Context: an optimization exercise on an open-source flow, tuned for small area. The choices shown serve that exercise and are no tape-out recipe. Where RTL was checked, it was by simulation tests only, not by an equivalence proof against the original. The clock port is modelled as an ideal driver, which makes a skipped or thinned clock tree look cheaper than it is; a real chip needs a root buffer or a tree. Power and IR drop assume default switching activity.

// ultrasonic
module ultrasonic(
    input               clk,
    input               rst,
    input               btn_start,
    input               echo,
    output              trigger,
    output  [7:0]       fnd_font,
    output  [3:0]       fnd_comm
    );
    wire tick, tick_nx, khz, k3, h2, press, start, load, tout;
    wire [2:0] sel;
    wire [10:0] q;
    us_timebase U_TB(.clk(clk), .rst(rst), .tick(tick), .tick_nx(tick_nx),
                     .khz(khz), .k3(k3), .h2(h2), .sel(sel));
    us_button   U_BTN(.clk(clk), .rst(rst), .khz(khz), .btn(btn_start), .press(press));
    us_ctrl     U_CTRL(.clk(clk), .rst(rst), .khz(khz), .k3(k3), .h2(h2), .press(press),
                       .start(start), .trigger(trigger));
    us_dist     U_DIST(.clk(clk), .rst(rst), .start(start), .echo(echo), .tick_nx(tick_nx),
                       .q(q), .tout(tout), .load(load));
    us_display  U_DISP(.clk(clk), .rst(rst), .load(load), .q(q), .tout(tout), .sel(sel),
                       .fnd_font(fnd_font), .fnd_comm(fnd_comm));
endmodule
For scale: about 280 cells after synthesis, roughly 17 I/O pins, roughly 2500 µm² of cells after synthesis.
Settings: LEC_CHECK=0, CAP_MARGIN=20, CORE_MARGIN=2, CORE_UTILIZATION=40, SLEW_MARGIN=20; clock period 120.0 ns.
standard.sh (not shown) runs the stock make flow with config.mk's settings and CLKGATE_MAP_FILE= SYNTH_SCRIPT=/design/flow/synth_recipe.tcl, a recipe that flattens the netlist after the stock synthesis.
==> flow/flow/run.sh <==
#!/bin/bash
# Own layout flow: the standard synthesis, then an area-oriented ABC re-mapping
# of the combinational logic only (registers, their names and cell types are
# kept as the standard synthesis made them), then the standard layout steps
# with smaller port buffers and a one-level clock tree (flow/cts_hook.tcl).
set -euo pipefail
export DONT_USE_LIST="$(cat flow/dont_use.txt)"
W=$(pwd)
R=$W/orfs/results/$FLOW_PLATFORM/ultrasonic/base
bash standard.sh "$R/1_2_yosys.v" > synth_standard.log 2>&1
cp "$R/1_2_yosys.v" "$W/standard_netlist.v"
yosys -c "$W/flow/reopt.tcl" > reopt.log 2>&1
cp "$W/reopt_netlist.v" "$R/1_2_yosys.v"
bash standard.sh \
  "BUFFER_PORTS_ARGS=-buffer_cell sky130_fd_sc_hd__buf_1" \
  "PRE_CTS_TCL=$W/flow/cts_hook.tcl" \
  finish > layout.log 2>&1
==> flow/flow/cts_hook.tcl <==
# Clock tree: the flip-flops are split into 2 x 2 groups by position
# (2 equal-size columns along x, each cut into 2 equal-size groups
# along y) and each group gets one clock buffer of type clkbuf_8 at its centre,
# driven by the clock port. This replaces TritonCTS's H-tree; the design is
# small enough for one level of buffers.
rename clock_tree_synthesis orfs_clock_tree_synthesis
proc clock_tree_synthesis { args } {
  set block [ord::get_db_block]
  set dbu [$block getDbUnitsPerMicron]
  set ffs {}
  foreach inst [$block getInsts] {
    if { [string match "sky130_fd_sc_hd__df*" [[$inst getMaster] getName]] } {
      set loc [$inst getLocation]
      lappend ffs [list [lindex $loc 0] [lindex $loc 1] [$inst getName]]
    }
  }
  set ffs [lsort -real -index 0 $ffs]
  set n [llength $ffs]
  set cols 2
  set rows 2
  set k 0
  for { set c 0 } { $c < $cols } { incr c } {
    set col [lrange $ffs [expr { $c * $n / $cols }] [expr { ($c + 1) * $n / $cols - 1 }]]
    set col [lsort -real -index 1 $col]
    set m [llength $col]
    for { set r 0 } { $r < $rows } { incr r } {
      set grp [lrange $col [expr { $r * $m / $rows }] [expr { ($r + 1) * $m / $rows - 1 }]]
      set sx 0.0
      set sy 0.0
      set pins {}
      foreach f $grp {
        set sx [expr { $sx + [lindex $f 0] }]
        set sy [expr { $sy + [lindex $f 1] }]
        lappend pins [get_pins "[lindex $f 2]/CLK"]
      }
      set g [llength $grp]
      set x [expr { $sx / $g / $dbu }]
      set y [expr { $sy / $g / $dbu }]
      puts "clock buffer $k for $g flip-flops at $x $y"
      insert_buffer -buffer_cell sky130_fd_sc_hd__clkbuf_8 -net clk -load_pins $pins \
        -location [list $x $y] -buffer_name clkbuf_$k -net_name clk_$k
      incr k
    }
  }
}
Other scripts of this flow, unchanged in this note and not shown: flow/flow/area.abc, flow/flow/dont_use.txt, flow/flow/reopt.tcl
Change:
--- a/flow/flow/run.sh
+++ b/flow/flow/run.sh
@@ -3,5 +3,5 @@
 # of the combinational logic only (registers, their names and cell types are
 # kept as the standard synthesis made them), then the standard layout steps
-# with smaller port buffers and a one-level clock tree (flow/cts_hook.tcl).
+# with smaller port buffers and a clock tree without dummy loads.
 set -euo pipefail
 export DONT_USE_LIST="$(cat flow/dont_use.txt)"
@@ -14,4 +14,4 @@
 bash standard.sh \
   "BUFFER_PORTS_ARGS=-buffer_cell sky130_fd_sc_hd__buf_1" \
-  "PRE_CTS_TCL=$W/flow/cts_hook.tcl" \
+  "CTS_ARGS=-sink_clustering_enable -repair_clock_nets -dont_use_dummy_load -buf_list sky130_fd_sc_hd__clkbuf_4" \
   finish > layout.log 2>&1
removed: flow/flow/cts_hook.tcl
After rerunning:
- register-to-register slack stays flat
- final area goes up by about 0.46%
- core utilization is higher by 0.21 points
- worst setup slack is worse by 210 ps
- global-route usage rises by 1.5 points
- sequential cell count is unchanged
- maximum frequency fell by 0.79%
- area after synthesis stays the same
- routed wire length went up by about 1.6%
- clock power went up by about 18%
- synthesized cell count does not change
The clock cells of the first run of this note come from the design's own scripts or RTL, not from TritonCTS.


## before
ultrasonic, a different RTL version from the one above (not shown whole).
Size: roughly 290 cells after synthesis, ~0.0026 mm^2 of cells after synthesis.
export LEC_CHECK = 0
export CAP_MARGIN = 20
export CORE_MARGIN = 2
export CORE_UTILIZATION = 40
export SLEW_MARGIN = 20
create_clock -name core_clock -period 120.0 [get_ports {clk}]
==> flow/flow/run.sh <==
#!/bin/bash
# Own layout flow: the standard synthesis, then an area-oriented ABC re-mapping
# of the combinational logic only (registers, their names and cell types are
# kept as the standard synthesis made them), then the standard layout steps
# with smaller port buffers and a clock tree without dummy loads.
set -euo pipefail
export DONT_USE_LIST="$(cat flow/dont_use.txt)"
W=$(pwd)
R=$W/orfs/results/$FLOW_PLATFORM/ultrasonic/base
bash standard.sh "$R/1_2_yosys.v" > synth_standard.log 2>&1
cp "$R/1_2_yosys.v" "$W/standard_netlist.v"
yosys -c "$W/flow/reopt.tcl" > reopt.log 2>&1
cp "$W/reopt_netlist.v" "$R/1_2_yosys.v"
bash standard.sh \
  "BUFFER_PORTS_ARGS=-buffer_cell sky130_fd_sc_hd__buf_1" \
  "CTS_ARGS=-sink_clustering_enable -repair_clock_nets -dont_use_dummy_load -buf_list sky130_fd_sc_hd__clkbuf_4" \
  finish > layout.log 2>&1
Other scripts of this flow, unchanged in this note and not shown: flow/flow/area.abc, flow/flow/dont_use.txt, flow/flow/reopt.tcl
Modified inputs, after compared to before
diff --git a/flow/flow/run.sh b/flow/flow/run.sh
--- a/flow/flow/run.sh
+++ b/flow/flow/run.sh
@@ -15,3 +15,3 @@
   "BUFFER_PORTS_ARGS=-buffer_cell sky130_fd_sc_hd__buf_1" \
-  "CTS_ARGS=-sink_clustering_enable -repair_clock_nets -dont_use_dummy_load -buf_list sky130_fd_sc_hd__clkbuf_4" \
+  "CTS_ARGS=-sink_clustering_enable -repair_clock_nets -dont_use_dummy_load -sink_clustering_size 20 -sink_clustering_max_diameter 100 -root_buf sky130_fd_sc_hd__clkbuf_8 -buf_list sky130_fd_sc_hd__clkbuf_4" \
   finish > layout.log 2>&1
### Flow results
- ~same period utilization in after and before
- Relative to before, setup slack increased by 60 ps in after.
- On routed wire length, after tracks before almost exactly.
No run of this note included a check of the RTL's function; only the layout flow was run.


## run 1
ultrasonic, a different RTL version from the one above (not shown whole).
For scale: about 290 cells after synthesis, about 17 I/O pins, roughly 2500 um^2 of cells after synthesis.
clock: 120.0 ns
lec_check: 0
cap_margin: 20
core_margin: 2
core_utilization: 65
place_density: 0.75
slew_margin: 20
==> flow/flow/run.sh <==
#!/bin/bash
# Own layout flow: the standard synthesis, then an area-oriented ABC re-mapping
# of the combinational logic only (registers, their names and cell types are
# kept as the standard synthesis made them), then the standard layout steps
# with smaller port buffers and a one-level clock tree (flow/cts_hook.tcl).
set -euo pipefail
export DONT_USE_LIST="$(cat flow/dont_use.txt)"
W=$(pwd)
R=$W/orfs/results/$FLOW_PLATFORM/ultrasonic/base
bash standard.sh "$R/1_2_yosys.v" > synth_standard.log 2>&1
cp "$R/1_2_yosys.v" "$W/standard_netlist.v"
yosys -c "$W/flow/reopt.tcl" > reopt.log 2>&1
cp "$W/reopt_netlist.v" "$R/1_2_yosys.v"
bash standard.sh \
  "BUFFER_PORTS_ARGS=-buffer_cell sky130_fd_sc_hd__buf_1" \
  "PRE_CTS_TCL=$W/flow/cts_hook.tcl" \
  finish > layout.log 2>&1
==> flow/flow/area.abc <==
strash
&get -n
&deepsyn -T 60
&put
dch -f
amap
topo
==> flow/flow/cts_hook.tcl <==
# Clock tree: the flip-flops are split into 3 x 1 groups by position
# (3 equal-size columns along x, each cut into 1 equal-size groups
# along y) and each group gets one clock buffer of type clkbuf_8 at its centre,
# driven by the clock port. This replaces TritonCTS's H-tree; the design is
# small enough for one level of buffers.
rename clock_tree_synthesis orfs_clock_tree_synthesis
proc clock_tree_synthesis { args } {
  set block [ord::get_db_block]
  set dbu [$block getDbUnitsPerMicron]
  set ffs {}
  foreach inst [$block getInsts] {
    if { [string match "sky130_fd_sc_hd__df*" [[$inst getMaster] getName]] } {
      set loc [$inst getLocation]
      lappend ffs [list [lindex $loc 0] [lindex $loc 1] [$inst getName]]
    }
  }
  set ffs [lsort -real -index 0 $ffs]
  set n [llength $ffs]
  set cols 3
  set rows 1
  set k 0
  for { set c 0 } { $c < $cols } { incr c } {
    set col [lrange $ffs [expr { $c * $n / $cols }] [expr { ($c + 1) * $n / $cols - 1 }]]
    set col [lsort -real -index 1 $col]
    set m [llength $col]
    for { set r 0 } { $r < $rows } { incr r } {
      set grp [lrange $col [expr { $r * $m / $rows }] [expr { ($r + 1) * $m / $rows - 1 }]]
      set sx 0.0
      set sy 0.0
      set pins {}
      foreach f $grp {
        set sx [expr { $sx + [lindex $f 0] }]
        set sy [expr { $sy + [lindex $f 1] }]
        lappend pins [get_pins "[lindex $f 2]/CLK"]
      }
      set g [llength $grp]
      set x [expr { $sx / $g / $dbu }]
      set y [expr { $sy / $g / $dbu }]
      puts "clock buffer $k for $g flip-flops at $x $y"
      insert_buffer -buffer_cell sky130_fd_sc_hd__clkbuf_8 -net clk -load_pins $pins \
        -location [list $x $y] -buffer_name clkbuf_$k -net_name clk_$k
      incr k
    }
  }
}
Other scripts of this flow, unchanged in this note and not shown: flow/flow/dont_use.txt, flow/flow/reopt.tcl
Here is what was changed in the inputs of run 2 compared with run 1.
==> flow/flow/area.abc <==
strash
&get -n
&deepsyn -T 60
&put
dch -f
map -a -B 0
mfs2 -W 10
strash
dch -f
amap
topo
-- flow/flow/cts_hook.tcl --
<<< run 1, line 1
# Clock tree: the flip-flops are split into 3 x 1 groups by position
# (3 equal-size columns along x, each cut into 1 equal-size groups
# along y) and each group gets one clock buffer of type clkbuf_8 at its centre,
# driven by the clock port. This replaces TritonCTS's H-tree; the design is
>>> run 2, line 1
# Clock tree: the flip-flops are split into 2 x 2 groups by position
# (2 equal-size columns along x, each cut into 2 equal-size groups
# along y) and each group gets one clock buffer of type clkbuf_8 at its centre,
# driven by the clock port. This replaces TritonCTS's H-tree; the design is
<<< run 1, line 17
  set ffs [lsort -real -index 0 $ffs]
  set n [llength $ffs]
  set cols 3
  set rows 1
  set k 0
  for { set c 0 } { $c < $cols } { incr c } {
>>> run 2, line 17
  set ffs [lsort -real -index 0 $ffs]
  set n [llength $ffs]
  set cols 2
  set rows 2
  set k 0
  for { set c 0 } { $c < $cols } { incr c } {
==> comparison <==
On via count, run 2 and run 1 are neck and neck.
Portion of total power attributed to the clock network came out higher on run 2 than on run 1.
Relative to run 1, final design instance area without fill decreased by 8.8 um^2 in run 2.
Run 2 ended up with a lower die width than run 1 did.
Relative to run 1, fraction of the cycle the final worst path needs has gone down in run 2.
NOTE: total power in run 2 falls short of that of run 1
Compared with run 1, run 2 shows a higher wire length per cell after detailed routing.
When the final numbers for run 2 and run 1 were put side by side, the overall fraction of global-route tracks in use turned out to be smaller in run 1.
In terms of global-route wire length before repair, run 2 and run 1 differ only marginally.
[diff] routed wire length, run 2 relative to run 1: regression
[inputs] run 3 vs run 2
Settings: clearing PLACE_DENSITY, which used to be 0.75; swapping 65 for 40 in CORE_UTILIZATION.
==> flow/flow/area.abc <==
strash
&get -n
&deepsyn -T 60
&put
dch -f
amap
topo
## What came out
Going from run 2 to run 3, combined area of the multi-input logic cells climbed 2.6%, combinational share of power climbed 18 points, number of antenna violations at the first check in global routing barely changed, global-route wire length before repair climbed 470 um, number of multi-input logic gates climbed 1.2%.
Re die area: run 3 and run 2 aren't equal, and the higher value belongs to run 3.
Summary of run 3 over run 2: sequential cell count ~0 delta, final standard cell utilization of the core -27 points, pre-CTS worst setup slack -0.30 ns.
Between run 3 and run 2, the minimum hold slack is higher for run 3.
Higher highest cell delay on the worst timing path goes to run 2 over run 3.
No run of this note takes its clock network from TritonCTS; it comes from the design's own scripts or RTL.


Another version of the RTL of ultrasonic (not shown whole).
For scale: roughly 290 cells after synthesis, roughly 17 I/O pins.
==> flow/config.mk <==
export PLATFORM = sky130hd
export DESIGN_NAME = ultrasonic
export DESIGN_NICKNAME = ultrasonic
export VERILOG_FILES = /design/flow/design.v
export SDC_FILE = /design/flow/constraint.sdc
export NUM_CORES = 4
export LEC_CHECK = 0
export CAP_MARGIN = 20
export CORE_MARGIN = 2
export CORE_UTILIZATION = 80
export PLACE_DENSITY = 0.88
export SLEW_MARGIN = 20
==> flow/constraint.sdc <==
create_clock -name core_clock -period 120.0 [get_ports {clk}]
set_input_delay 24.0000 -clock core_clock [delete_from_list [all_inputs] [get_ports {clk}]]
set_output_delay 24.0000 -clock core_clock [all_outputs]
set_load 0.01 [all_outputs]
==> flow/flow/reopt.tcl <==
# Re-map the combinational logic of the standard synthesis netlist for area.
# The flip-flop instances are kept untouched (same names, same cells).
yosys -import
set lib $::env(FLOW_HOME)/platforms/sky130hd/lib/sky130_fd_sc_hd__tt_025C_1v80.lib
set dont_use {}
foreach c $::env(DONT_USE_LIST) { lappend dont_use -dont_use $c }
read_liberty -ignore_miss_func $lib
read_verilog standard_netlist.v
hierarchy -top $::env(FLOW_TOP)
setattr -mod -set keep_hierarchy 1 sky130_fd_sc_hd__*df* sky130_fd_sc_hd__*dl*
flatten
opt_clean
abc -liberty $lib {*}$dont_use -script [file join [pwd] flow area.abc]
opt_clean -purge
hilomap -singleton -hicell sky130_fd_sc_hd__conb_1 HI -locell sky130_fd_sc_hd__conb_1 LO
insbuf -buf sky130_fd_sc_hd__buf_1 A X
splitnets
opt_clean -purge
blackbox sky130_fd_sc_hd__*
tee -o reopt_stat.txt stat -liberty $lib
write_verilog -noattr -nohex -nodec reopt_netlist.v
Scripts as last shown in full above: flow/flow/run.sh
Other scripts of this flow, unchanged in this note and not shown: flow/flow/area.abc, flow/flow/cts_hook.tcl, flow/flow/dont_use.txt
The baseline went through all stages and came out clean.
Edit:
--- a/flow/flow/run.sh
+++ b/flow/flow/run.sh
@@ -2,3 +2,3 @@
 # Own layout flow: the standard synthesis, then an area-oriented ABC re-mapping
-# of the combinational logic only (registers, their names and cell types are
+# (four seeds, smallest kept) of the combinational logic only (registers, their names and cell types are
 # kept as the standard synthesis made them), then the standard layout steps
@@ -11,4 +11,22 @@
 cp "$R/1_2_yosys.v" "$W/standard_netlist.v"
-yosys -c "$W/flow/reopt.tcl" > reopt.log 2>&1
-cp "$W/reopt_netlist.v" "$R/1_2_yosys.v"
+# four ABC runs with different deepsyn seeds; keep the smallest netlist
+for s in 1 2 3 4; do
+  mkdir -p "$W/reopt_$s"
+  sed "s/&deepsyn -T 60/\&deepsyn -T 60 -S $s/" "$W/flow/area.abc" > "$W/reopt_$s/area.abc"
+  (cd "$W/reopt_$s" && STD_NETLIST="$W/standard_netlist.v" REOPT_SCRIPT="$W/reopt_$s/area.abc" \
+    yosys -c "$W/flow/reopt.tcl" > "$W/reopt_$s.log" 2>&1) &
+done
+wait
+best=""
+best_area=""
+for s in 1 2 3 4; do
+  a=$(awk '/Chip area/ {print $NF}' "$W/reopt_$s/reopt_stat.txt" 2>/dev/null || true)
+  [[ -n "$a" && -s "$W/reopt_$s/reopt_netlist.v" ]] || continue
+  if [[ -z "$best" ]] || awk -v a="$a" -v b="$best_area" 'BEGIN { exit !(a < b) }'; then
+    best=$s
+    best_area=$a
+  fi
+done
+echo "reopt: seed $best, area $best_area" > reopt_choice.log
+cp "$W/reopt_$best/reopt_netlist.v" "$R/1_2_yosys.v"
 bash standard.sh \
--- a/flow/flow/reopt.tcl
+++ b/flow/flow/reopt.tcl
@@ -2,2 +2,4 @@
 # The flip-flop instances are kept untouched (same names, same cells).
+# Inputs: STD_NETLIST, REOPT_SCRIPT (ABC script); writes reopt_stat.txt and
+# reopt_netlist.v in the current folder.
 yosys -import
@@ -7,3 +9,3 @@
 read_liberty -ignore_miss_func $lib
-read_verilog standard_netlist.v
+read_verilog $::env(STD_NETLIST)
 hierarchy -top $::env(FLOW_TOP)
@@ -12,3 +14,3 @@
 opt_clean
-abc -liberty $lib {*}$dont_use -script [file join [pwd] flow area.abc]
+abc -liberty $lib {*}$dont_use -script $::env(REOPT_SCRIPT)
 opt_clean -purge
Result: The changed run finished clean. Via count climbs by 0.60%. Final cell count went down by 1.2%. Wire length decreases by 0.44%. Core utilization shrinks by 0.21 points. Fmax falls by 0.91%. Total power came out higher by 1.3%. Synthesized cell count drops by 1.4%. Flip-flop and latch count is unchanged. Design area barely changes. Setup slack got worse by 0.24 ns.
In every run of this note, the design's own scripts or RTL, not TritonCTS, make the clock network.

## separate check: timing with driven ports
The flow's constraints put no driver on any port. The routed layouts listed below were extracted and timed again, unchanged, in two steps. Step 1 (the two cells are an assumption about what drives the block):
set clk [get_ports {clk}]
set_driving_cell -lib_cell sky130_fd_sc_hd__clkbuf_16 $clk
set_driving_cell -lib_cell sky130_fd_sc_hd__buf_2 [delete_from_list [all_inputs] $clk]
Step 2 adds t to the input delays and takes it off the output delays; t is the mean of the earliest and latest rising clock arrival at the registers after step 1. Input paths then give back, and output paths get back, about the clock's delay inside the block. Three values: ideal ports, drivers, drivers and shift; two values: the first two.
run	t, ns	slack for setup (ns)	latest minus earliest clock arrival (ns)
the first run of note 1	0.208	93.993 / 93.936 / 93.835	0.008 / 0.008
the second run of note 1	0.406	93.787 / 93.760 / 93.840	0.026 / 0.026
before	0.396	93.849 / 93.822 / 94.218	0.038 / 0.038
after	0.348	93.909 / 93.881 / 94.229	0.020 / 0.020
run 1	0.204	93.709 / 93.727 / 93.523	0.016 / 0.016
run 2	0.198	93.952 / 93.906 / 93.769	0.007 / 0.006
run 3	0.206	93.714 / 93.743 / 93.537	0.006 / 0.005
the first run of note 4	0.208	93.957 / 93.937 / 93.770	0.007 / 0.007
the second run of note 4	0.206	93.719 / 93.735 / 93.529	0.004 / 0.004
After both steps setup and hold are still met in every run listed. The setup slack of the second run of note 4, which loses most, moves by +0.016 ns with the drivers and by -0.190 ns with both steps.
